From an optimization exercise on the open Yosys and OpenROAD flow, aimed at a short achievable clock period and few clock cycles; shortcuts taken in it are not production practice.
The RTL was checked by simulation tests, not by an equivalence proof against the original design.
Power figures rest on the tool's default switching activity, not on a simulated workload.

==> flow/design.v, too long to show whole: its modules and the start of the top module <==
// module register_file: 29 lines
// module sign_add: 33 lines
// module le12: 25 lines
// module mul_pipe: 1192 lines
// module cpu: 248 lines
module cpu(clk, reset, imem_addr, imem_data, dmem_addr, dmem_we, dmem_wdata, dmem_rdata, over);
  // ...
==> flow/flow/run.sh <==
#!/bin/bash
# Own flow: the standard synthesis unchanged, then the standard ORFS layout
# with three changes to how it is optimised (constraints, clock tree and all
# else are the standard flow's):
#  - the port buffers are buf_6 cells instead of the default choice;
#  - sizing may change a cell's footprint (MATCH_CELL_FOOTPRINT=0);
#  - from clock tree synthesis on, timing repair is given a larger setup-slack
#    margin, so that it keeps working towards a shorter period than the
#    10.5 ns the constraints ask for.
# Each step's output goes to its own log here; ORFS keeps its logs in orfs/.
set -o pipefail
MARGIN=7.3
OPTS=(MATCH_CELL_FOOTPRINT=0 "BUFFER_PORTS_ARGS=-buffer_cell sky130_fd_sc_hd__buf_6")
bash standard.sh synth > synth.log 2>&1 || exit 1
bash standard.sh "${OPTS[@]}" place > place.log 2>&1 || exit 1
bash standard.sh "${OPTS[@]}" SETUP_SLACK_MARGIN=$MARGIN finish > finish.log 2>&1 || exit 1
==> flow/standard.sh <==
#!/bin/bash
# synth_recipe.tcl (not shown) runs the flow's synth.tcl, then flattens the netlist and writes it again
# the make line also repeats each setting of config.mk as NAME=value (left out here)
make -C /OpenROAD-flow-scripts/flow DESIGN_CONFIG=/design/flow/config.mk WORK_HOME=/design/flow/orfs CLKGATE_MAP_FILE= SYNTH_SCRIPT=/design/flow/synth_recipe.tcl "${@:-finish}"
==> flow/config.mk <==
export PLATFORM = sky130hd
export DESIGN_NAME = cpu
export DESIGN_NICKNAME = cpu
export VERILOG_FILES = /design/flow/design.v
export SDC_FILE = /design/flow/constraint.sdc
export NUM_CORES = 4
export LEC_CHECK = 0
export ABC_CLOCK_PERIOD_IN_PS = 3000
export CAP_MARGIN = 20
export CORE_MARGIN = 2
export CORE_UTILIZATION = 50
export SLEW_MARGIN = 20
==> flow/constraint.sdc <==
create_clock -name core_clock -period 10.5 [get_ports {clk}]
set_input_delay 2.1000 -clock core_clock [delete_from_list [all_inputs] [get_ports {clk}]]
set_output_delay 2.1000 -clock core_clock [all_outputs]
set_load 0.01 [all_outputs]
==> flow_metrics.py, run 1 <==
metrics = {
    "run_status": {
        "status": "timing/DRC/antenna clean",
    },
    "worst_setup_path": {
        "slowest_delay_ns": 0.61,
        "crit_type": "register to register",
        "crit_chain": "buf_16 > clkbuf_16 > mux4_2 > mux4_2 > mux2i_1 > o221ai_1 > a221o_2 > nor2b_4",
        "worstPathBufferInverterCount": 2,
        "critical_path.max_fanout": 19,
    },
    "die": {
        "core.rowCount": 171,
        "core_area_sq_mm": 0.217,
        "initial_core_util_pct": 50.3,
        "tapCellCount": 2854,
        "dieWidth_um": 471,
    },
    "sta": {
        "fin_crit_ns": 3.82,
        "finalWorstSetupSlack_ns": 6.68,
        "finalSetupTns_ns": 0,
        "finalHoldViolCount": 0,
    },
    "drt": {
        "routed_wire_length_per_instance_um": 41.8,
        "drc_errors": 0,
    },
    "clocking": {
        "cts_root_buf": "sky130_fd_sc_hd__clkbuf_16",
        "cts_made_buffers": 196,
        "hold_buffers": 0,
    },
    "synthesis": {
        "synth_sequential_area_ratio_pct": 42.9,
        "synth_enable_flop_cells": 1136,
        "synth.cells.most_frequent": "sky130_fd_sc_hd__nor2_1 (1185), sky130_fd_sc_hd__edfxtp_1 (1136), sky130_fd_sc_hd__mux4_2 (1010), sky130_fd_sc_hd__inv_1 (688), sky130_fd_sc_hd__dfxtp_1 (639)",
        "synth_fa_ha_area_share_pct": 10.7,
        "synth.cell_area_sq_mm": 0.109,
        "synth_top_flop_cell": "sky130_fd_sc_hd__edfxtp_1",
        "synth.area.top_cells": "sky130_fd_sc_hd__edfxtp_1 (31%), sky130_fd_sc_hd__mux4_2 (21%), sky130_fd_sc_hd__dfxtp_1 (12%)",
    },
    "cells_and_area": {
        "regArea_sq_mm": 0.0473,
        "top_register": "regs.R",
        "seqAreaFraction_pct": 33.4,
    },
    "worst_hold_path": {
        "worstHoldPathCells": 0,
        "timing.hold.worst.class": "register to register",
    },
    "global_routing": {
        "grt_antenna_before_repair": 52,
        "grt_first_pass_wirelength_um": 700000,
        "global_route.usage.met1_pct": 56.6,
    },
    "place": {
        "place.detailed.instances": 11327,
    },
    "power": {
        "power.combinational.total_mw": 16.0,
        "p_sw_mw": 13.7,
        "power.share.sequential_pct": 27.5,
    },
    "flow_run": {
        "drv_cap": 0,
    },
}
Testbench counts, summed over its fixed seeds: cycles 25,001.
==> module cpu, before the edit <==
module cpu(clk, reset, imem_addr, imem_data, dmem_addr, dmem_we, dmem_wdata, dmem_rdata, over);
  input clk, reset;
  output [11:0] imem_addr;
  input [31:0] imem_data;
  output [15:0] dmem_addr;
  output dmem_we;
  output [31:0] dmem_wdata;
  input [31:0] dmem_rdata;
  output over;
  reg over;
  localparam OP_NOP = 4'b0000, OP_ADD = 4'b0001, OP_SUB = 4'b0010, OP_MUL = 4'b0011,
             OP_ADDI = 4'b0100, OP_SUBI = 4'b0101, OP_MULI = 4'b0110, OP_SLLI = 4'b0111,
             OP_LD = 4'b1000, OP_ST = 4'b1001, OP_JMP = 4'b1010, OP_BZ = 4'b1011,
             OP_BGTZ = 4'b1100, OP_BLTZ = 4'b1101, OP_BGEZ = 4'b1110, OP_HALT = 4'b1111;
  reg  [11:0] pc;           
  reg         vD;
  reg  [31:0] ir;
  reg  [11:0] pcD;
  reg         predD;        
  reg         hEa, hEb, hEs, hMa, hMb, hMs, hWa, hWb, hWs;
  reg         zP, nP;
  reg         vE;
  reg         wrE, ldE, stE, mulE, subE, shE;
  reg         eSum, eDif, eShl;   
  reg  [4:0]  rdE;
  reg  [31:0] aE, bE, sE;   
  reg  [31:0] maE, mbE;     
  reg  [31:0] fa, fb;       
  reg         wrM, ldM, mulM;
  reg  [4:0]  rdM;
  reg  [31:0] resM;
  reg  [15:0] daddrM;
  reg         weM;
  reg  [31:0] wdataM;
  reg         wrW, mulW;
  reg  [4:0]  rdW;
  reg  [31:0] raW, rbW;     
  reg  [31:0] valW;         
  reg         zW;           
  wire [31:0] sum = aE + bE;
  wire [31:0] dif = aE - bE;
  wire [31:0] shl = aE << bE[3:0];
  wire [31:0] aluE = ({32{eSum}} & sum) | ({32{eDif}} & dif) | ({32{eShl}} & shl);
  wire [31:0] mra, mrb;
  mul_pipe mul(.clk(clk), .a(maE), .b(mbE), .ra(mra), .rb(mrb));
  wire [31:0] resMx = ldM ? dmem_rdata : resM;    
  wire [31:0] resW = raW + rbW;
  wire zresW = ~|(raW ^ rbW ^ {raW[30:0] | rbW[30:0], 1'b0});
  wire [3:0] op = ir[31:28];
  wire [4:0] f_rd = ir[27:23];
  wire [4:0] f_rs = ir[22:18];
  wire [4:0] f_rt = ir[17:13];
  wire [31:0] immD = {{14{ir[17]}}, ir[17:0]};
  wire isR  = (op == OP_ADD) || (op == OP_SUB) || (op == OP_MUL);
  wire isI  = (op >= OP_ADDI) && (op <= OP_LD);
  wire isST = (op == OP_ST);
  wire isBR = (op >= OP_BZ) && (op <= OP_BGEZ);
  wire isMUL = (op == OP_MUL) || (op == OP_MULI);
  wire isHALT = (op == OP_HALT);
  wire useA = isR || isI || isST;
  wire useB = isR;
  wire useS = isST || isBR;
  wire wrD  = (isR || isI) && (f_rd != 5'd0);
  wire [31:0] rr1, rr2, rr3;
  wire rrz3, rfz4, rfn4;
  register_file regs(.clk(clk), .reset(reset),
                     .ra1(f_rs), .rd1(rr1), .ra2(f_rt), .rd2(rr2), .ra3(f_rd), .rd3(rr3), .z3(rrz3),
                     .ra4(imem_data[27:23]), .z4(rfz4), .n4(rfn4),
                     .we(wrW), .waddr(rdW), .wdata(resW), .wzero(zresW));
  wire aE_hit = useA && hEa;
  wire bE_hit = useB && hEb;
  wire sE_hit = useS && hEs;
  wire aM_hit = useA && hMa;
  wire bM_hit = useB && hMb;
  wire sM_hit = useS && hMs;
  wire sW_hit = hWs;
  wire slowE = ldE || mulE;    
  wire hazard = ((aE_hit || bE_hit || sE_hit) && slowE) ||
                ((aM_hit || bM_hit || sM_hit) && mulM);
  wire [31:0] rf1 = hWa ? resW : rr1;
  wire [31:0] rf2 = hWb ? resW : rr2;
  wire [31:0] rf3 = hWs ? resW : rr3;
  wire ezero_add = ~|(fa ^ fb ^ {fa[30:0] | fb[30:0], 1'b0});
  wire ezero_sub = (fa == fb);
  wire ezE = subE ? ezero_sub : ezero_add;
  wire sgn_sum, sgn_dif;
  sign_add sgs(.a(fa), .b(fb), .cin(1'b0), .s(sgn_sum));
  sign_add sgd(.a(fa), .b(~fb), .cin(1'b1), .s(sgn_dif));
  wire enE = subE ? sgn_dif : sgn_sum;
  wire addE = !ldE && !mulE && !shE;    
  wire availD = sE_hit ? addE : (sM_hit ? !(ldM || mulM) : !(sW_hit && mulW));
  wire zD = sE_hit ? ezE : (sM_hit ? (resM == 32'd0) : (sW_hit ? zW : zP));
  wire nD = sE_hit ? enE : (sM_hit ? resM[31] : (sW_hit ? valW[31] : nP));
  reg  takenD;
  always @(*) begin
    case (op[1:0])
      2'b11: takenD = zD;              
      2'b00: takenD = !nD && !zD;      
      2'b01: takenD = nD;              
      default: takenD = !nD;           
    endcase
  end
  wire stallD = vD && (hazard || isHALT || (isBR && !availD));
  wire issue = vD && !stallD;
  wire redirD = vD && isBR && availD && (takenD != predD);
  wire [11:0] altD = predD ? pcD + 12'd1 : ir[13:2];
  wire [3:0] fop = imem_data[31:28];
  wire [11:0] ftgt = imem_data[13:2];
  wire f_jmp = (fop == OP_JMP);
  wire f_br = (fop >= OP_BZ) && (fop <= OP_BGEZ);
  wire f_r0 = (imem_data[27:23] == 5'd0);
  wire f_back;              
  le12 cmp(.a(ftgt), .b(pc), .le(f_back));
  wire f_pred = f_jmp || (f_br && (f_r0 ? (fop == OP_BZ || fop == OP_BGEZ) : f_back));
  wire [11:0] pc_seq = stallD ? pc : pc + 12'd1;
  always @(posedge clk) begin
    if (reset)
      pc <= 12'd0;
    else if (redirD)
      pc <= altD;
    else if (f_pred && !stallD)
      pc <= ftgt;
    else
      pc <= pc_seq;
  end
  always @(posedge clk) begin
    if (reset || redirD)
      vD <= 1'b0;
    else if (!stallD)
      vD <= 1'b1;
    if (!stallD) begin
      ir <= imem_data;
      pcD <= pc;
      predD <= f_pred;
    end
  end
  wire wrEn = issue && wrD;        
  wire wrMn = vE && wrE;           
  wire [4:0] i_rs = imem_data[22:18];
  wire [4:0] i_rt = imem_data[17:13];
  wire [4:0] i_rd = imem_data[27:23];
  always @(posedge clk) begin
    hEa <= wrEn && (f_rd == i_rs);
    hEb <= wrEn && (f_rd == i_rt);
    hEs <= wrEn && (f_rd == i_rd);
    hMa <= wrMn && (stallD ? (rdE == f_rs) : (rdE == i_rs));
    hMb <= wrMn && (stallD ? (rdE == f_rt) : (rdE == i_rt));
    hMs <= wrMn && (stallD ? (rdE == f_rd) : (rdE == i_rd));
    hWa <= wrM && (stallD ? (rdM == f_rs) : (rdM == i_rs));
    hWb <= wrM && (stallD ? (rdM == f_rt) : (rdM == i_rt));
    hWs <= wrM && (stallD ? (rdM == f_rd) : (rdM == i_rd));
  end
  always @(posedge clk) begin
    if (stallD) begin
      if (wrW && rdW == f_rd) begin
        zP <= zresW;
        nP <= resW[31];
      end
    end else begin
      if (wrW && rdW == i_rd) begin
        zP <= zresW;
        nP <= resW[31];
      end else begin
        zP <= rfz4;
        nP <= rfn4;
      end
    end
  end
  function [31:0] fwd;
    input hitE, hitM, pSum, pDif, pShl;
    input [31:0] vSum, vDif, vShl, vM, vRF;
    begin
      fwd = ({32{hitE && pSum}} & vSum) | ({32{hitE && pDif}} & vDif) |
            ({32{hitE && pShl}} & vShl) | ({32{!hitE && hitM}} & vM) |
            ({32{!hitE && !hitM}} & vRF);
    end
  endfunction
  wire [31:0] a_next = fwd(aE_hit, aM_hit, eSum, eDif, eShl, sum, dif, shl, resMx, rf1);
  wire [31:0] b_next = fwd(bE_hit, bM_hit, eSum, eDif, eShl, sum, dif, shl, resMx, rf2);
  wire [31:0] s_next = fwd(sE_hit, sM_hit, eSum, eDif, eShl, sum, dif, shl, resMx, rf3);
  always @(posedge clk) begin
    if (reset)
      vE <= 1'b0;
    else
      vE <= issue && (isR || isI || isST);
    wrE  <= wrD;
    ldE  <= (op == OP_LD);
    stE  <= isST;
    mulE <= isMUL;
    subE <= (op == OP_SUB) || (op == OP_SUBI);
    shE  <= (op == OP_SLLI);
    eSum <= !(op == OP_SUB || op == OP_SUBI || op == OP_SLLI);
    eDif <= (op == OP_SUB) || (op == OP_SUBI);
    eShl <= (op == OP_SLLI);
    rdE  <= f_rd;
    aE   <= a_next;
    bE   <= isR ? b_next : immD;
    sE   <= s_next;
    if (issue && isMUL) begin
      maE <= a_next;
      mbE <= isR ? b_next : immD;
    end
    if (reset) begin
      fa <= 32'd0;
      fb <= 32'd0;
    end else begin
      fa <= a_next;
      fb <= isR ? b_next : immD;
    end
  end
  always @(posedge clk) begin
    if (reset) begin
      wrM <= 1'b0;
      weM <= 1'b0;
    end else begin
      wrM <= vE && wrE;
      weM <= vE && stE;
    end
    ldM <= ldE;
    mulM <= mulE;
    rdM <= rdE;
    resM <= aluE;
    daddrM <= aluE[17:2];
    wdataM <= sE;
  end
  assign dmem_addr = daddrM;
  assign dmem_we = weM;
  assign dmem_wdata = wdataM;
  always @(posedge clk) begin
    if (reset)
      wrW <= 1'b0;
    else
      wrW <= wrM;
    rdW <= rdM;
    mulW <= mulM;
    raW <= mulM ? mra : resMx;
    rbW <= mulM ? mrb : 32'd0;
    valW <= resMx;
    zW <= (resMx == 32'd0);
  end
  always @(posedge clk) begin
    if (reset)
      over <= 1'b0;
    else if (vD && isHALT && !vE)
      over <= 1'b1;
  end
  assign imem_addr = pc;
endmodule
==> run 2: changes to the inputs <==
--- a/flow/design.v
+++ b/flow/design.v
@@ -1476,8 +1476,6 @@
     bE   <= isR ? b_next : immD;
     sE   <= s_next;
-    if (issue && isMUL) begin
-      maE <= a_next;
-      mbE <= isR ? b_next : immD;
-    end
+    maE <= (issue && isMUL) ? a_next : 32'd0;
+    mbE <= (issue && isMUL) ? (isR ? b_next : immD) : 32'd0;
     if (reset) begin
       fa <= 32'd0;
==> run 2 against run 1 <==
  * Combinational power down 38%
  * Via count increased by 4.2%
  * Worst hold slack better by 0.0024 ns
==> flow_metrics.py, run 2 <==
metrics = {
    "run_status": {
        "status": "timing/DRC/antenna clean",
    },
    "clocking": {
        "tritoncts": "done",
        "worstSkewPairLatency_ns": 0.94,
        "cts.sinks": 1775,
        "cts_root_buf": "sky130_fd_sc_hd__clkbuf_16",
        "clk_transition_reported_paths_ns": 0.06,
        "hold_buffers": 0,
        "cts_buffer_depth": 3,
        "cts_made_buffers": 198,
        "cts_max_level": 4,
    },
    "worst_setup_path": {
        "crit_type": "register to register",
        "reg2regPathDepth": 10,
        "slowest_delay_ns": 0.77,
        "crit_chain": "buf_12 > buf_16 > buf_16 > buf_4 > mux4_2 > mux4_2 > mux2i_4 > o22ai_4 > a222oi_1 > o211ai_1",
        "critical_path.max_fanout": 14,
        "setup.worst_path.start_class": "register",
        "path_delay_family": "multiplexers",
        "cp-end-kind": "register",
        "timing.critical_path.required_ns": 11.21,
        "crit_arrival_ns": 4.51,
        "worstPathBufferInverterCount": 4,
        "timing.critical_path.slowest_stage_cell": "sky130_fd_sc_hd__a222oi_1",
        "regToRegSetupSlack_ns": 6.69,
        "rr_endpoint": "sE[13]",
    },
    "global_routing": {
        "grt_util_overall_pct": 47.6,
        "grt_max_degree": 84,
        "grt_first_pass_wirelength_um": 724000,
        "first_global_vias": 87823,
        "grt_antenna_before_repair": 59,
        "grt-ovfl-total": 0,
    },
    "sta": {
        "timing_worst_slew_pin_value_ns": 1.35,
        "layout_worst_path_cycle_share_pct": 36.3,
        "timing.clock.skew_ns": 0.0747,
        "grt_setup_unrepaired": "true",
        "fin_crit_ns": 3.81,
        "finalSetupTns_ns": 0,
        "slew_headroom_pct": 9.76,
        "final_max_slew_viol_count": 0,
        "report.final.setup_viol": 0,
        "finalHoldViolCount": 0,
        "fmax_mhz": 263,
    },
    "worst_hold_path": {
        "timing.hold.worst.start": "sE[6]",
        "worstHoldPathCells": 0,
        "endpoint_worst_hold": "wdataM[6]",
        "timing.hold.worst.class": "register to register",
    },
    "cells_and_area": {
        "most-common-layout-cells": "sky130_fd_sc_hd__edfxtp_1 (1072), sky130_fd_sc_hd__mux4_2 (1009), sky130_fd_sc_hd__nor2_1 (961), sky130_fd_sc_hd__inv_1 (680), sky130_fd_sc_hd__buf_4 (621)",
        "layout-area-overhead-vs-synth_pct": 31.2,
        "final_core_density_pct": 66.1,
        "share_of_post_route_cells_with_drive_strength_above_1_pct": 40.1,
        "largest_register_ffs": 1024,
        "biggest_regs": "regs.R x1024, mul.q x252",
        "layout.cells.most_common": "sky130_fd_sc_hd__edfxtp_1",
        "finalNetCount": 10631,
        "top_register": "regs.R",
    },
    "synthesis": {
        "synth.cells.most_frequent": "sky130_fd_sc_hd__nor2_1 (1252), sky130_fd_sc_hd__edfxtp_1 (1072), sky130_fd_sc_hd__mux4_2 (1009), sky130_fd_sc_hd__inv_1 (741), sky130_fd_sc_hd__dfxtp_1 (703)",
        "synth_fa_ha_area_share_pct": 10.7,
        "synth_sequential_area_ratio_pct": 42.3,
        "synth.cell_area_sq_mm": 0.109,
        "synth.distinct_cells": 107,
        "muxShareOfSynthArea_pct": 22.9,
        "postSynthRegisterBits": 1775,
        "synthCells": 9020,
        "synth_top_area_share_pct": 29.4,
        "synth_compound_area_share_pct": 5.85,
        "synthesis.area_per_instance_sq_um": 12.1,
        "synthXorXnorAreaFrac_pct": 1.90,
        "netlist.top_cell.by_area": "sky130_fd_sc_hd__edfxtp_1",
        "synth.area.top_cells": "sky130_fd_sc_hd__edfxtp_1 (29%), sky130_fd_sc_hd__mux4_2 (21%), sky130_fd_sc_hd__dfxtp_1 (13%)",
        "ys_async_sr_fraction_pct": 0,
        "synth_enable_flop_cells": 1072,
        "count_of_yosys_warnings_during_synthesis": 3,
        "synth_top_flop_cell": "sky130_fd_sc_hd__edfxtp_1",
        "synth_top_family_by_area": "multiplexers",
        "yosys.cell_count.top_type": "sky130_fd_sc_hd__nor2_1",
        "synth-simple-area-share_pct": 11.1,
    },
    "die": {
        "core_area_sq_mm": 0.217,
        "core.rowCount": 171,
        "num_io_pins": 128,
        "initial_core_util_pct": 50.4,
        "die_height_um": 472,
        "die_area_sq_mm": 0.223,
        "dieWidth_um": 472,
    },
    "drt": {
        "wl_um": 551000,
        "detailed_route_iter0_violations": 15579,
        "postRouteAntennaNets": 0,
        "routed_wire_length_per_instance_um": 42.6,
        "detail_route.vias_per_cell": 7.15,
        "detailedRoute.firstPassIterationCount": 7,
        "dr_total_vias": 92480,
        "drc_errors": 0,
    },
    "power": {
        "max-vdd-ir-drop_v": 0.000227,
        "p_leak_nw": 55.9,
        "p_per_area_mw_per_mm2": 179,
    },
    "place": {
        "gp_congestion": 1.00,
        "place_hpwl_um": 317000,
        "numPortBuffers": 127,
    },
    "flow_run": {
        "drv_cap": 0,
    },
}
==> run 2: changes by cell type after synthesis, sizes merged, moves of 21 or more <==
cell / change
nor2b: -33
edfxtp: -64
inv: +52
xor2: -21
nor2: +66
a21o: +22
nand3: +30
nand2b: -33
dfxtp: +64
==> run 2: how the worst max path moves through the flow <==
stage                    to  cells past startpoint
6_report             sE[13]                     10
5_1_grt              sE[19]                     13
2_1_floorplan            zP                      7
4_1_cts              fb[26]                     11
3_5_place_dp   regs.R[9][1]                      8
3_3_place_gp   regs.R[9][0]                      8
==> run 2: power by group <==
part | internal, mW | switching, mW | total, mW
Clock | 4.16 | 3.19 | 7.35
Sequential | 7.88 | 0.585 | 8.47
Combinational | 3.83 | 6.06 | 9.89
Total | 15.9 | 9.83 | 25.7
==> run 2: through the flow <==
stage	instance area [sq um]	power, mW	setup WS [ns]	hold slack [ns]	std cells
final	144000	25.7	6.69	0.325	12929
after global routing	144000	25.9	6.79	0.333	12907
after CTS	137000	24.0	6.95	0.327	12595
after global placement	114000	14.5	4.26	0.314	11554
after floorplan	110000	11.6	5.79	0.310	9052
after detailed placement	114000	14.5	4.30	0.312	11557
==> run 2: layout make-up <==
type | count | area [sq um]
clock buffers | 258 | 5490
repair buffers | 1342 | 17400
diodes | 28 | 70.1
multi-input cells | 5811 | 66500
flip-flops and latches | 1775 | 46600
repair inverters | 3 | 27.5
fillers | 15773 | 73700
clock inverters | 110 | 1200
well taps | 2854 | 3570
inverters | 748 | 2910
==> run 2: cells by family (layout without fill, tap and decap cells) <==
group                    after synthesis  after routing
AO/OA/AOI/OAI                        950            950
multiplexers                        1229           1229
buffers and inverters               1485           2461
flip-flops                          1775           1775
AND/OR/NAND/NOR                     2654           2673
adder cells (fa/ha/maj)              688            688
other                                  1             61
XOR/XNOR                             238            238
==> run 2: timing repair <==
item | 4_1_cts | 5_1_grt
setup endpoints to repair | 2429 | 980
cloned | 159 | 43
pin swaps | 364 | 356
gates resized for setup | 1768 | 923
buffers inserted | 511 | 260
==> run 2: layer usage <==
metal	routed length, um	global-route usage, %	vias to the layer above
li1	-	-	34385
met1	171000	55.6	45945
met2	231000	69.3	9065
met3	84300	18.4	3039
met4	63700	39.6	46
met5	544	0.606	-
Testbench counts of run 2, summed over its fixed seeds: cycles 25,001.
==> run 3: changes to the inputs <==
--- a/flow/flow/run.sh
+++ b/flow/flow/run.sh
@@ -10,5 +10,5 @@
 # Each step's output goes to its own log here; ORFS keeps its logs in orfs/.
 set -o pipefail
-MARGIN=7.3
+MARGIN=7
 OPTS=(MATCH_CELL_FOOTPRINT=0 "BUFFER_PORTS_ARGS=-buffer_cell sky130_fd_sc_hd__buf_6")
 bash standard.sh synth > synth.log 2>&1 || exit 1
--- a/flow/config.mk
+++ b/flow/config.mk
@@ -9,4 +9,4 @@
 export CAP_MARGIN = 20
 export CORE_MARGIN = 2
-export CORE_UTILIZATION = 50
+export CORE_UTILIZATION = 60
 export SLEW_MARGIN = 20
==> run 3 against run 2 <==
  * Wire length down 16%
  * Design area shrank 10%
  * Fmax up 0.40%
  * Critical path depth rose by 1
  * Still clean
  * Sequential power barely moved
  * Highest routed layer unchanged
  * Via count is 6.2% lower
  * Register-to-register slack improved by 0.02 ns
  * Non-clock buffer count down 712
==> flow_metrics.py, run 3 <==
metrics = {
    "run_status": {
        "status": "timing/DRC/antenna clean",
    },
    "global_routing": {
        "grt_util_overall_pct": 48.4,
        "grt_first_pass_wirelength_um": 627000,
        "grt_max_degree": 54,
        "grt-ovfl-total": 0,
        "grt_antenna_before_repair": 42,
        "first_global_vias": 82048,
    },
    "cells_and_area": {
        "top_register": "regs.R",
        "fin_area_sq_mm": 0.129,
        "most-common-layout-cells": "sky130_fd_sc_hd__nor2_1 (1232), sky130_fd_sc_hd__edfxtp_1 (1072), sky130_fd_sc_hd__mux4_2 (1009), sky130_fd_sc_hd__inv_1 (726), sky130_fd_sc_hd__dfxtp_1 (595)",
        "biggest_regs": "regs.R x1024, mul.q x252",
        "layout-area-overhead-vs-synth_pct": 17.5,
        "share_of_post_route_cells_with_drive_strength_above_1_pct": 29.2,
        "largest_register_ffs": 1024,
        "finalNetCount": 9921,
        "layout.cells.most_common": "sky130_fd_sc_hd__nor2_1",
    },
    "sta": {
        "fin_crit_ns": 3.79,
        "finalHoldViolCount": 0,
        "layout_worst_path_cycle_share_pct": 36.1,
        "finalWorstSetupSlack_ns": 6.71,
        "timing_worst_slew_pin_value_ns": 1.32,
        "fmax_mhz": 264,
        "final_max_slew_viol_count": 0,
        "finalSetupTns_ns": 0,
        "timing.clock.skew_ns": 0.0579,
        "report.final.setup_viol": 0,
        "slew_headroom_pct": 11.9,
        "grt_setup_unrepaired": "true",
    },
    "place": {
        "dp_worst_setup_slack_ns": 4.77,
        "gp_congestion": 1.05,
        "numPortBuffers": 127,
        "placement.cell_area_sq_mm": 0.113,
        "place_hpwl_um": 300000,
    },
    "die": {
        "initial_core_util_pct": 60.5,
        "die_area_sq_mm": 0.186,
        "num_io_pins": 128,
        "core.rowCount": 156,
        "die_height_um": 431,
        "core_area_sq_mm": 0.181,
        "dieWidth_um": 431,
    },
    "worst_setup_path": {
        "crit_arrival_ns": 4.45,
        "reg2regPathDepth": 11,
        "crit_type": "register to register",
        "critical_path.max_fanout": 16,
        "cp-end-kind": "register",
        "setup.worst_path.start_class": "register",
        "timing.critical_path.required_ns": 11.16,
    },
    "power": {
        "power.share.sequential_pct": 36.4,
        "max-vdd-ir-drop_v": 0.000175,
        "clkPwrFrac_pct": 31.1,
        "p_leak_nw": 50.5,
        "p_per_area_mw_per_mm2": 181,
        "comb_power_share_pct": 32.5,
        "p_sw_mw": 8.59,
        "fraction_of_power_spent_switching_nets_pct": 36.9,
        "power.internal_mw": 14.7,
    },
    "clocking": {
        "worstSkewPairLatency_ns": 0.92,
        "tritoncts": "done",
        "cts_root_buf": "sky130_fd_sc_hd__clkbuf_16",
        "cts_max_level": 4,
        "cts_buffer_depth": 3,
        "cts.sinks": 1775,
        "cts_made_buffers": 192,
        "hold_buffers": 0,
        "clk_transition_reported_paths_ns": 0.07,
    },
    "synthesis": {
        "count_of_yosys_warnings_during_synthesis": 3,
        "synth.cells.most_frequent": "sky130_fd_sc_hd__nor2_1 (1252), sky130_fd_sc_hd__edfxtp_1 (1072), sky130_fd_sc_hd__mux4_2 (1009), sky130_fd_sc_hd__inv_1 (741), sky130_fd_sc_hd__dfxtp_1 (703)",
        "synth.distinct_cells": 107,
        "ys_async_sr_fraction_pct": 0,
        "netlist.top_cell.by_area": "sky130_fd_sc_hd__edfxtp_1",
        "synth_sequential_area_ratio_pct": 42.3,
        "synth_enable_flop_cells": 1072,
        "synth.cell_area_sq_mm": 0.109,
        "synthCells": 9020,
        "postSynthRegisterBits": 1775,
        "yosys.cell_count.top_type": "sky130_fd_sc_hd__nor2_1",
        "synth.area.top_cells": "sky130_fd_sc_hd__edfxtp_1 (29%), sky130_fd_sc_hd__mux4_2 (21%), sky130_fd_sc_hd__dfxtp_1 (13%)",
        "synth_top_flop_cell": "sky130_fd_sc_hd__edfxtp_1",
        "synth_top_area_share_pct": 29.4,
        "synthesis.area_per_instance_sq_um": 12.1,
    },
    "drt": {
        "wl_um": 462000,
        "dr_total_vias": 86730,
        "detailed_route_iter0_violations": 15960,
        "detail_route.vias_per_cell": 7.40,
        "drc_errors": 0,
        "routed_wire_length_per_instance_um": 39.4,
        "postRouteAntennaNets": 0,
        "detailedRoute.firstPassIterationCount": 10,
    },
    "worst_hold_path": {
        "worstHoldPathCells": 0,
        "timing.hold.worst.class": "register to register",
    },
    "flow_run": {
        "drv_cap": 0,
    },
}
## run 3: layer usage
layer  share of wire, %  GRT usage (%)  vias up
li1                   -              -    32895
met1                 32           60.8    43104
met2                 42           69.5     8499
met3                 17           19.7     2178
met4                9.2           31.2       54
met5               0.13              0        -
## run 3: logic make-up (layout without fill, tap and decap cells)
| group | Yosys count | in the layout | share of synthesized area (%) |
|---|---|---|---|
| adders and majority gates | 688 | 688 | 10.7 |
| AOI/OAI and AO/OA | 950 | 951 | 5.85 |
| buffers and inverters | 1485 | 1740 | 5.32 |
| DFF | 1775 | 1775 | 42.3 |
| other | 1 | 51 | 0.00343 |
| muxes | 1229 | 1229 | 22.9 |
| xor gates and xnor gates | 238 | 238 | 1.90 |
| and+or+nand+nor | 2654 | 2681 | 11.1 |
## run 3: path summary, 6_finish.rpt
check | startpoint | endpoint | slack [ns]
hold reg to reg | sE[10] | wdataM[10] | 0.31
setup / recovery | register | maE[13] | 6.71
setup reg to reg | register | maE[13] | 6.71
hold / removal | sE[10] | wdataM[10] | 0.31
## run 3: critical path, stage by stage (launching register included)
cell and delay, ns:
sky130_fd_sc_hd__dfxtp_4 0.37, sky130_fd_sc_hd__buf_12 0.13, sky130_fd_sc_hd__clkbuf_16 0.18, sky130_fd_sc_hd__buf_16 0.21
sky130_fd_sc_hd__mux4_2 0.55, sky130_fd_sc_hd__mux4_2 0.58, sky130_fd_sc_hd__mux2i_4 0.29, sky130_fd_sc_hd__nor2_1 0.11
sky130_fd_sc_hd__a21oi_2 0.32, sky130_fd_sc_hd__nor2_1 0.23, sky130_fd_sc_hd__a31oi_1 0.27, sky130_fd_sc_hd__a31oi_1 0.26
## run 3: what timing repair did
action / in CTS / in global routing
pin swaps: 79 / 143
setup endpoints to repair: 2081 / 782
gates cloned: 50 / 29
gates resized for setup: 735 / 394
buffers inserted: 142 / 129
## run 3: final cells by class
type	count	area [sq um]
clock inverters	117	1420
inverters	748	2860
well taps	2370	2970
clock buffers	243	5170
flip-flops and latches	1775	46600
repair buffers	630	7290
multi-input cells	5820	62300
diodes	18	45.0
repair inverters	2	13.8
fillers	12237	52300
## run 3: power groups by stage
stage,logic (mW),clock network [mW],registers (mW)
2_1_floorplan,3.40,0,8.22
3_3_place_gp,5.64,0,8.57
3_5_place_dp,5.64,0,8.59
4_1_cts,6.45,7.18,8.42
5_1_grt,7.53,7.45,8.48
6_report,7.55,7.24,8.48
## run 3: through the flow
stage               hold slack [ns]  power, mW  cells  util, %
finish                        0.312       23.3  11723     71.1
global route                  0.318       23.5  11705     71.1
CTS                           0.313       22.0  11545     69.1
detailed placement            0.312       14.2  10993     62.4
global placement              0.310       14.2  10993     62.4
floorplan                     0.310       11.6   9052        -
==> run 4: changes to the inputs <==
--- a/flow/flow/run.sh
+++ b/flow/flow/run.sh
@@ -10,5 +10,5 @@
 # Each step's output goes to its own log here; ORFS keeps its logs in orfs/.
 set -o pipefail
-MARGIN=7
+MARGIN=7.5
 OPTS=(MATCH_CELL_FOOTPRINT=0 "BUFFER_PORTS_ARGS=-buffer_cell sky130_fd_sc_hd__buf_6")
 bash standard.sh synth > synth.log 2>&1 || exit 1
==> run 4 against run 3 <==
  * The run now fails in global routing
  * Area after synthesis is the same
  * Synthesized cell count is the same
==> flow_metrics.py, run 4 <==
metrics = {
    "run_status": {
        "status": "did not finish",
        "lastStage": "global routing",
        "first-error": "[ERROR GRT-0232] Routing congestion too high. Check the congestion heatmap in the GUI.",
    },
    "clocking": {
        "cts_buffer_depth": 3,
        "hold_buffers": 0,
        "cts_made_buffers": 192,
        "cts_max_level": 4,
        "cts.sinks": 1775,
        "cts_root_buf": "sky130_fd_sc_hd__clkbuf_16",
    },
    "synthesis": {
        "ys_async_sr_fraction_pct": 0,
        "synth.area.top_cells": "sky130_fd_sc_hd__edfxtp_1 (29%), sky130_fd_sc_hd__mux4_2 (21%), sky130_fd_sc_hd__dfxtp_1 (13%)",
        "synth.cell_area_sq_mm": 0.109,
        "synth.distinct_cells": 107,
        "synth_top_area_share_pct": 29.4,
        "synth_top_flop_cell": "sky130_fd_sc_hd__edfxtp_1",
        "synth.cells.most_frequent": "sky130_fd_sc_hd__nor2_1 (1252), sky130_fd_sc_hd__edfxtp_1 (1072), sky130_fd_sc_hd__mux4_2 (1009), sky130_fd_sc_hd__inv_1 (741), sky130_fd_sc_hd__dfxtp_1 (703)",
        "synthesis.area_per_instance_sq_um": 12.1,
        "postSynthRegisterBits": 1775,
        "synthCells": 9020,
        "synth_enable_flop_cells": 1072,
        "synth_sequential_area_ratio_pct": 42.3,
        "yosys.cell_count.top_type": "sky130_fd_sc_hd__nor2_1",
        "netlist.top_cell.by_area": "sky130_fd_sc_hd__edfxtp_1",
        "count_of_yosys_warnings_during_synthesis": 3,
    },
    "place": {
        "dp_worst_setup_slack_ns": 4.77,
        "place_hpwl_um": 300000,
        "place.detailed.instances": 10993,
        "gp_congestion": 1.05,
        "numPortBuffers": 127,
    },
    "sta": {
        "timing.grt.repair.worst_endpoint": "sE[13]$_DFF_P_/D",
        "worst-endpoint-pin-kind": "register input",
    },
    "global_routing": {
        "grt_max_degree": 54,
        "grt-ovfl-total": 30,
        "grt_antenna_before_repair": 97,
        "grt_util_overall_pct": 80.8,
    },
    "die": {
        "dieWidth_um": 431,
        "core.rowCount": 156,
        "initial_core_util_pct": 60.5,
        "num_io_pins": 128,
        "die_height_um": 431,
    },
}
## run 4: cell counts after synthesis
Identical to the previous run, type by type.
## run 4: per-stage QoR
stage                     utilization (%)  total power [mW]  cell area [sq um]
after floorplan                         -              11.6             110000
after global placement               62.4              14.2             113000
after detailed placement             62.4              14.2             113000
after CTS                            75.2              23.7             136000
## run 4: what timing repair did
action	4_1_cts
gates cloned	196
setup endpoints to repair	2401
pin swaps	458
setup buffers	511
resized for setup	1863
## run 4: how the worst max path moves through the flow
stage | from | cells after the start | to | slack (ns)
after global placement | reset | 7 | regs.R[13][22] | 4.79
after detailed placement | reset | 7 | regs.R[8][23] | 4.77
after CTS | daddrM[7] | 1 | dmem_addr[7] | 6.97
after floorplan | imem_data[23] | 7 | zP | 5.79
## run 4: metal layers
metal / GRT overflow / GRT usage [%]
met4: 6 / 75.0
met1: 6 / 80.2
met5: 0 / 60.6
met2: 11 / 91.7
met3: 7 / 73.3
## run 4: power groups by stage
stage / combinational [mW] / sequential [mW] / clock, mW
after global placement: 5.64 / 8.57 / 0
after floorplan: 3.40 / 8.22 / 0
after CTS: 8.11 / 8.43 / 7.18
after detailed placement: 5.64 / 8.59 / 0
## run 4: kinds of logic after synthesis
kind of cell    after synthesis  share of synthesized area [%]
buf+inv                    1485                           5.32
xor+xnor                    238                           1.90
simple gates               2654                           11.1
flops                      1775                           42.3
fa+ha+maj                   688                           10.7
mux                        1229                           22.9
other cells                   1                        0.00343
compound gates              950                           5.85
==> run 5: changes to the inputs <==
--- a/flow/flow/run.sh
+++ b/flow/flow/run.sh
@@ -10,5 +10,5 @@
 # Each step's output goes to its own log here; ORFS keeps its logs in orfs/.
 set -o pipefail
-MARGIN=7.5
+MARGIN=7
 OPTS=(MATCH_CELL_FOOTPRINT=0 "BUFFER_PORTS_ARGS=-buffer_cell sky130_fd_sc_hd__buf_6")
 bash standard.sh synth > synth.log 2>&1 || exit 1
--- a/flow/config.mk
+++ b/flow/config.mk
@@ -9,4 +9,4 @@
 export CAP_MARGIN = 20
 export CORE_MARGIN = 2
-export CORE_UTILIZATION = 60
+export CORE_UTILIZATION = 55
 export SLEW_MARGIN = 20
==> run 5 against run 4 <==
  * The run now finishes clean
  * Synthesized cell count is the same
  * Area after synthesis did not move
==> flow_metrics.py, run 5 <==
metrics = {
    "power": {
        "max-vdd-ir-drop_v": 0.000174,
        "total_power_mw": 23.4,
        "p_per_area_mw_per_mm2": 180,
        "p_leak_nw": 51.2,
    },
    "synthesis": {
        "synth_top_area_share_pct": 29.4,
        "synth.area.top_cells": "sky130_fd_sc_hd__edfxtp_1 (29%), sky130_fd_sc_hd__mux4_2 (21%), sky130_fd_sc_hd__dfxtp_1 (13%)",
        "synthesis.area_per_instance_sq_um": 12.1,
        "yosys.cell_count.top_type": "sky130_fd_sc_hd__nor2_1",
        "synth.distinct_cells": 107,
        "synth.cells.most_frequent": "sky130_fd_sc_hd__nor2_1 (1252), sky130_fd_sc_hd__edfxtp_1 (1072), sky130_fd_sc_hd__mux4_2 (1009), sky130_fd_sc_hd__inv_1 (741), sky130_fd_sc_hd__dfxtp_1 (703)",
        "postSynthRegisterBits": 1775,
        "synthCells": 9020,
        "synth_top_flop_cell": "sky130_fd_sc_hd__edfxtp_1",
        "netlist.top_cell.by_area": "sky130_fd_sc_hd__edfxtp_1",
        "ys_async_sr_fraction_pct": 0,
        "synth_enable_flop_cells": 1072,
        "synth.cell_area_sq_mm": 0.109,
        "count_of_yosys_warnings_during_synthesis": 3,
        "synth_sequential_area_ratio_pct": 42.3,
    },
    "global_routing": {
        "global_route.usage.met2_pct": 67.2,
        "busiest_layer": "met2",
        "global_route.usage.met1_pct": 59.0,
        "grt_antenna_before_repair": 49,
        "grt_first_pass_wirelength_um": 653000,
        "grt-ovfl-total": 0,
        "grt_max_degree": 91,
        "first_global_vias": 81776,
        "grt_use_met3_pct": 17.6,
        "grt_util_overall_pct": 46.5,
    },
    "die": {
        "core_area_sq_mm": 0.198,
        "dieWidth_um": 450,
        "num_io_pins": 128,
        "die_area_sq_mm": 0.203,
        "initial_core_util_pct": 55.4,
        "die_height_um": 450,
        "core.rowCount": 163,
    },
    "clocking": {
        "clk_transition_reported_paths_ns": 0.07,
        "cts.sinks": 1775,
        "cts_root_buf": "sky130_fd_sc_hd__clkbuf_16",
        "worstSkewPairLatency_ns": 0.89,
        "tritoncts": "done",
        "cts_max_level": 4,
        "cts_buffer_depth": 3,
        "hold_buffers": 0,
        "cts_made_buffers": 196,
    },
    "cells_and_area": {
        "largest_register_ffs": 1024,
        "share_of_post_route_cells_with_drive_strength_above_1_pct": 30.4,
        "final_core_density_pct": 65.9,
        "finalNetCount": 10003,
        "top_register": "regs.R",
        "layout.cells.non_filler": 12082,
        "fin_area_sq_mm": 0.130,
        "biggest_regs": "regs.R x1024, mul.q x252",
        "layout-area-overhead-vs-synth_pct": 19.0,
        "most-common-layout-cells": "sky130_fd_sc_hd__nor2_1 (1217), sky130_fd_sc_hd__edfxtp_1 (1072), sky130_fd_sc_hd__mux4_2 (1009), sky130_fd_sc_hd__inv_1 (725), sky130_fd_sc_hd__dfxtp_1 (607)",
        "layout.cells.most_common": "sky130_fd_sc_hd__nor2_1",
    },
    "drt": {
        "postRouteAntennaNets": 0,
        "detailed_route_iter0_violations": 14676,
        "drc_errors": 0,
        "wl_um": 479000,
        "dr_total_vias": 85957,
        "detailedRoute.firstPassIterationCount": 8,
        "routed_wire_length_per_instance_um": 39.7,
        "detail_route.vias_per_cell": 7.11,
    },
    "sta": {
        "layout_worst_path_cycle_share_pct": 35.3,
        "finalWorstSetupSlack_ns": 6.79,
        "final_max_slew_viol_count": 0,
        "fmax_mhz": 269,
        "finalHoldViolCount": 0,
        "report.final.setup_viol": 0,
        "fin_crit_ns": 3.71,
        "slew_headroom_pct": 15.5,
        "grt_setup_unrepaired": "true",
        "hold_ws_ns": 0.325,
        "timing_worst_slew_pin_value_ns": 1.27,
        "timing.clock.skew_ns": 0.0759,
        "finalSetupTns_ns": 0,
    },
    "worst_setup_path": {
        "critical_path.max_fanout": 25,
        "crit_arrival_ns": 4.39,
        "cp-end-kind": "register",
        "crit_type": "register to register",
        "setup.worst_path.start_class": "register",
        "timing.critical_path.required_ns": 11.18,
    },
    "place": {
        "dp_worst_setup_slack_ns": 4.62,
        "placement.cell_area_sq_mm": 0.114,
        "place.detailed.instances": 11299,
        "place_hpwl_um": 313000,
        "gp_congestion": 1.02,
        "numPortBuffers": 127,
    },
    "flow_run": {
        "drv_cap": 0,
    },
    "worst_hold_path": {
        "timing.hold.worst.class": "register to register",
    },
    "run_status": {
        "status": "timing/DRC/antenna clean",
    },
}
==> run 5: cell counts after synthesis <==
Identical to the previous run, type by type.
==> run 5: path summary, 6_finish.rpt <==
check,start,endpoint,slack [ns],cells past startpoint
setup / recovery,register,sE[13],6.79,7
hold / removal,sE[28],wdataM[28],0.32,0
setup reg to reg,register,sE[13],6.79,7
hold reg to reg,sE[28],wdataM[28],0.32,0
==> run 5: final cells by class <==
| cell class | count | area [sq um] |
|---|---|---|
| Inverter | 748 | 2850 |
| Antenna cell | 24 | 60.1 |
| Clock inverter | 96 | 936 |
| Tap cell | 2640 | 3300 |
| Sequential cell | 1775 | 46500 |
| Multi-Input combinational cell | 5807 | 62300 |
| Timing Repair inverter | 1 | 5.00 |
| Clock buffer | 269 | 5650 |
| Timing Repair Buffer | 722 | 8610 |
| Fill cell | 14570 | 67400 |
==> run 5: cells by family after synthesis <==
kind of cell / count (synthesis) / share of synthesized area [%]
fa+ha+maj: 688 / 10.7
simple gates: 2654 / 11.1
flops: 1775 / 42.3
xor+xnor: 238 / 1.90
buf+inv: 1485 / 5.32
compound gates: 950 / 5.85
other cells: 1 / 0.00343
mux: 1229 / 22.9
==> run 5: timing repair <==
action	4_1_cts	5_1_grt
setup buffers	137	180
gates resized for setup	809	408
endpoints found under the setup margin	2262	917
cloned	60	17
pin swaps	85	125
endpoints found under the hold margin	0	0
==> run 5: power breakdown <==
group          leakage [nW]  internal (mW)  switching, mW  total [mW]
Sequential             16.9           7.87          0.574        8.45
Combinational          31.1           2.73           5.08        7.81
Clock                  3.21           4.05           3.10        7.14
==> run 5: metal layers <==
metal | up-vias | share of wire [%]
met5 | - | 0.058
met4 | 34 | 8.4
met3 | 1786 | 16
met2 | 7731 | 43
met1 | 43338 | 33
li1 | 33068 | -
==> run 5: critical path: stages, from the launching register on <==
cell and delay [ns]:
sky130_fd_sc_hd__dfxtp_4 0.61, sky130_fd_sc_hd__buf_6 0.40, sky130_fd_sc_hd__buf_6 0.49, sky130_fd_sc_hd__mux4_2 0.51, sky130_fd_sc_hd__mux2i_2 0.40, sky130_fd_sc_hd__o22ai_4 0.19, sky130_fd_sc_hd__a222oi_1 0.57, sky130_fd_sc_hd__o211ai_1 0.17

==> what the ideal ports hide <==
Ports are ideal in the flow. The routed layouts listed here were re-timed in OpenROAD.
Step 1 assumes that a clkbuf_16 drives the clock port and a buf_2 every other input.
Step 2, shift: input delay + t, output delay - t, t = (earliest + latest rising clock arrival at the registers) / 2. This alone moves slack from input paths to output paths.
Slacks: ideal / step 1 / step 2; pairs: ideal / step 1.
run | shift t [ns] | setup slack, ns | hold slack, ns | clock arrival spread, ns | worst register clock-pin slew, ns
run 1 | 1.002 | 6.683 / 6.683 / 5.896 | 0.323 / 0.323 / 0.323 | 0.056 / 0.056 | 0.08 / 0.08
run 2 | 1.007 | 6.693 / 6.693 / 5.822 | 0.325 / 0.325 / 0.325 | 0.076 / 0.076 | 0.07 / 0.07
run 3 | 0.987 | 6.708 / 6.708 / 5.927 | 0.312 / 0.312 / 0.312 | 0.058 / 0.058 | 0.07 / 0.07
run 5 | 0.956 | 6.788 / 6.788 / 5.890 | 0.325 / 0.325 / 0.325 | 0.082 / 0.082 | 0.07 / 0.07
After both steps every run listed still meets setup and hold. For run 5, which loses most, drivers alone change the setup slack by 0.000 ns; drivers and shift together by -0.898 ns.
